Source: an optimization exercise on an open RTL-to-GDS flow (aim: small area). Production flows keep margins and buffers that such runs may drop. Function was checked by simulation only, so behaviour that the tests miss may differ from the original.

==> exp/willow <==
==> flow/design.v (excerpt) <==
module hamming_window #(
    parameter DATA_WIDTH = 16,
    parameter WINDOW_SIZE = 1024
)(
    input wire clk,
    input wire rst_n,
    input wire [DATA_WIDTH-1:0] data_in,
    input wire data_valid,
    output wire [DATA_WIDTH-1:0] data_out,
    output wire data_out_valid
);
==> flow/config.mk <==
export PLATFORM = sky130hd
export DESIGN_NAME = hamming_window
export DESIGN_NICKNAME = hamming_window
export VERILOG_FILES = /design/flow/design.v
export SDC_FILE = /design/flow/constraint.sdc
export NUM_CORES = 4
export LEC_CHECK = 0
export CAP_MARGIN = 20
export CORE_MARGIN = 2
export CORE_UTILIZATION = 65
export PLACE_DENSITY = 0.75
export SLEW_MARGIN = 20
export SYNTH_HIERARCHICAL = 1
export SYNTH_MEMORY_MAX_BITS = 32768
export SYNTH_MINIMUM_KEEP_SIZE = 0
==> flow/constraint.sdc <==
create_clock -name core_clock -period 10.0 [get_ports {clk}]
set_input_delay 2.0000 -clock core_clock [delete_from_list [all_inputs] [get_ports {clk}]]
set_output_delay 2.0000 -clock core_clock [all_outputs]
set_load 0.01 [all_outputs]
standard.sh (not shown) runs the stock make flow with config.mk's settings and CLKGATE_MAP_FILE= SYNTH_SCRIPT=/design/flow/synth_recipe.tcl, a recipe that flattens the netlist after the stock synthesis.
==> flow/flow/run.sh <==
#!/bin/bash
# Layout flow: the standard layout (standard.sh: standard synthesis, floorplan,
# placement, CTS, routing, finish) with one change: the buffers that ORFS puts on
# every input and output port are the smallest buffer, sky130_fd_sc_hd__buf_1,
# instead of ORFS's default choice.  Each tool's full output stays in the ORFS
# log folder (orfs/logs/...); make's own output goes to flow_make.log.
set -euo pipefail
export BUFFER_PORTS_ARGS="-buffer_cell sky130_fd_sc_hd__buf_1"
bash standard.sh finish > flow_make.log 2>&1
==> inputs of exp/onyx, as changes to exp/willow <==
==> flow/run.sh (new file) <==
#!/bin/bash
# synth_recipe.tcl (not shown) runs the flow's synth.tcl, then flattens the netlist and writes it again
# the make line also repeats each setting of config.mk as NAME=value (left out here)
make -C /OpenROAD-flow-scripts/flow DESIGN_CONFIG=/design/flow/config.mk WORK_HOME=/design/flow/orfs CLKGATE_MAP_FILE= SYNTH_SCRIPT=/design/flow/synth_recipe.tcl finish
removed: flow/flow/run.sh
removed: flow/standard.sh
==> results.py <==
metrics = {
    "grt": {
        "first_global_vias": 7996,
        "use_met2_pct": 60.62,
        "grt_pass1_wl_mm": 39.13,
    },
    "cells_and_area": {
        "final_cells": 1147,
        "fill_cells": 946,
        "multi_input_area_share_pct": 76.75,
        "syn2layout_area_growth_pct": 7.954,
        "sh_seq_area_pct": 13.12,
        "buffer_area_share_pct": 3.069,
    },
    "placed_design": {
        "dpl_worst_slack_ns": 1.835,
        "hpwlAfterDp_mm": 17.44,
    },
    "status": {
        "status": "finished clean",
    },
    "route": {
        "wl_met3_mm": 2.313,
        "first_pass_iters": 6,
        "post_drt_wl_per_cell_um": 20.90,
    },
    "setup_path": {
        "startpoint": "data_in[10]",
    },
}
Source of the figures above: exp/willow

==> results.py <==
metrics = {
    "cells_and_area": {
        "sh_seq_area_pct": 12.83,
        "fill_cells": 898,
        "buffer_area_share_pct": 5.253,
        "syn2layout_area_growth_pct": 10.44,
        "multi_input_area_share_pct": 75.02,
        "final_cells": 1146,
    },
    "placed_design": {
        "hpwlAfterDp_mm": 17.77,
        "dpl_worst_slack_ns": 1.429,
    },
    "route": {
        "first_pass_iters": 7,
        "wl_met3_mm": 2.755,
        "post_drt_wl_per_cell_um": 21.04,
    },
    "status": {
        "status": "finished clean",
    },
    "setup_path": {
        "worstRegToRegCells": 30,
        "startpoint": "data_in[7]",
    },
    "grt": {
        "use_met2_pct": 60.31,
        "first_global_vias": 7804,
        "grt_pass1_wl_mm": 39.30,
    },
}
Source of the figures above: exp/onyx


========
==> job 1261: inputs <==
Another version of the RTL of hamming_window (not shown whole).
clock: 10.0 ns
lec_check: 0
cap_margin: 20
core_margin: 2
core_utilization: 50
cts_buf_list: sky130_fd_sc_hd__clkbuf_8
place_density: 0.55
slew_margin: 20
synth_hierarchical: 1
synth_memory_max_bits: 32768
synth_minimum_keep_size: 0
==> flow/flow/run.sh <==
#!/bin/bash
# Layout flow: the standard layout (standard.sh: standard synthesis, floorplan,
# placement, CTS, routing, finish) with one change: the buffers that ORFS puts on
# every input and output port are the smallest buffer, sky130_fd_sc_hd__buf_1,
# instead of ORFS's default choice.  Each tool's full output stays in the ORFS
# log folder (orfs/logs/...); make's own output goes to flow_make.log.
set -euo pipefail
export BUFFER_PORTS_ARGS="-buffer_cell sky130_fd_sc_hd__buf_1"
bash standard.sh finish > flow_make.log 2>&1
==> job 2358: changes against job 1261 <==
==> flow/run.sh (new file) <==
#!/bin/bash
# synth_recipe.tcl (not shown) runs the flow's synth.tcl, then flattens the netlist and writes it again
# the make line also repeats each setting of config.mk as NAME=value (left out here)
make -C /OpenROAD-flow-scripts/flow DESIGN_CONFIG=/design/flow/config.mk WORK_HOME=/design/flow/orfs CLKGATE_MAP_FILE= SYNTH_SCRIPT=/design/flow/synth_recipe.tcl finish
- CORE_UTILIZATION: 50 -> 60
- CTS_BUF_LIST: sky130_fd_sc_hd__clkbuf_8 -> not set
- PLACE_DENSITY: 0.55 -> 0.7
removed: flow/flow/run.sh
removed: flow/standard.sh
==> job 9753: changes against job 1261 <==
- CORE_UTILIZATION: 50 -> 60
- PLACE_DENSITY: 0.55 -> 0.7
==> results.py <==
metrics = {
    "layout": {
        "clock_area_share_pct": 1.82,
        "drive_above_1_share_pct": 9.19,
        "final_net_count": 1047,
        "post-route-util_pct": 69.0,
    },
    "placement": {
        "dp_worst_setup_slack_ns": 1.23,
    },
    "sta": {
        "post-route-period-util_pct": 86.8,
        "min_period_ns": 8.68,
    },
    "floorplanning": {
        "tap_cells": 172,
    },
    "status": {
        "status": "timing/DRC/antenna clean",
    },
    "grt": {
        "use_met3_pct": 9.79,
    },
    "cts": {
        "clk_latency_ns": 0.30,
    },
}
That was job 2358.
==> results.py <==
metrics = {
    "layout": {
        "post-route-util_pct": 55.7,
        "drive_above_1_share_pct": 9.10,
        "final_net_count": 1045,
    },
    "sta": {
        "post-route-period-util_pct": 82.6,
        "min_period_ns": 8.26,
    },
    "grt": {
        "use_met3_pct": 6.15,
    },
    "placement": {
        "dp_worst_setup_slack_ns": 1.46,
    },
    "cts": {
        "clk_latency_ns": 0.31,
    },
    "status": {
        "status": "timing/DRC/antenna clean",
    },
}
That was job 1261.
==> results.py <==
metrics = {
    "grt": {
        "use_met3_pct": 9.06,
    },
    "floorplanning": {
        "tap_cells": 172,
    },
    "layout": {
        "final_net_count": 1046,
        "post-route-util_pct": 66.7,
        "drive_above_1_share_pct": 9.20,
    },
    "status": {
        "status": "timing/DRC/antenna clean",
    },
    "sta": {
        "post-route-period-util_pct": 82.6,
    },
}
That was job 9753.

separate check: timing with driven ports:
How much do the figures lean on ideal ports? The routed layouts below were timed once more, with nothing changed but the port constraints. Step 1, drivers: a clkbuf_16 drives clk and a buf_2 each remaining input, both assumed. Step 2 moves the port delays by t, midway between the first and last clock arrival at a register: inputs arrive t later, outputs are due t later. That takes back most of the time a late clock gives input paths. a / b / c = ideal / step 1 / step 2; a / b = the first two.
run | t (ns) | setup WS [ns] | worst slew at a driven data input, ns | cell pins on the clock port's net
exp/willow | 0.333 | 2.053 / 2.069 / 1.736 | 0.04 | 1
exp/onyx | 0.332 | 1.605 / 1.619 / 1.287 | 0.04 | 1
job 1261 | 0.339 | 1.740 / 1.748 / 1.409 | 0.03 | 1
job 2358 | 0.335 | 1.316 / 1.327 / 0.992 | 0.04 | 1
job 9753 | 0.352 | 1.740 / 1.746 / 1.393 | 0.04 | 1
After both steps every run listed still meets setup and hold. The setup slack of job 9753, which loses most, moves by +0.006 ns with the drivers and by -0.347 ns with both steps.
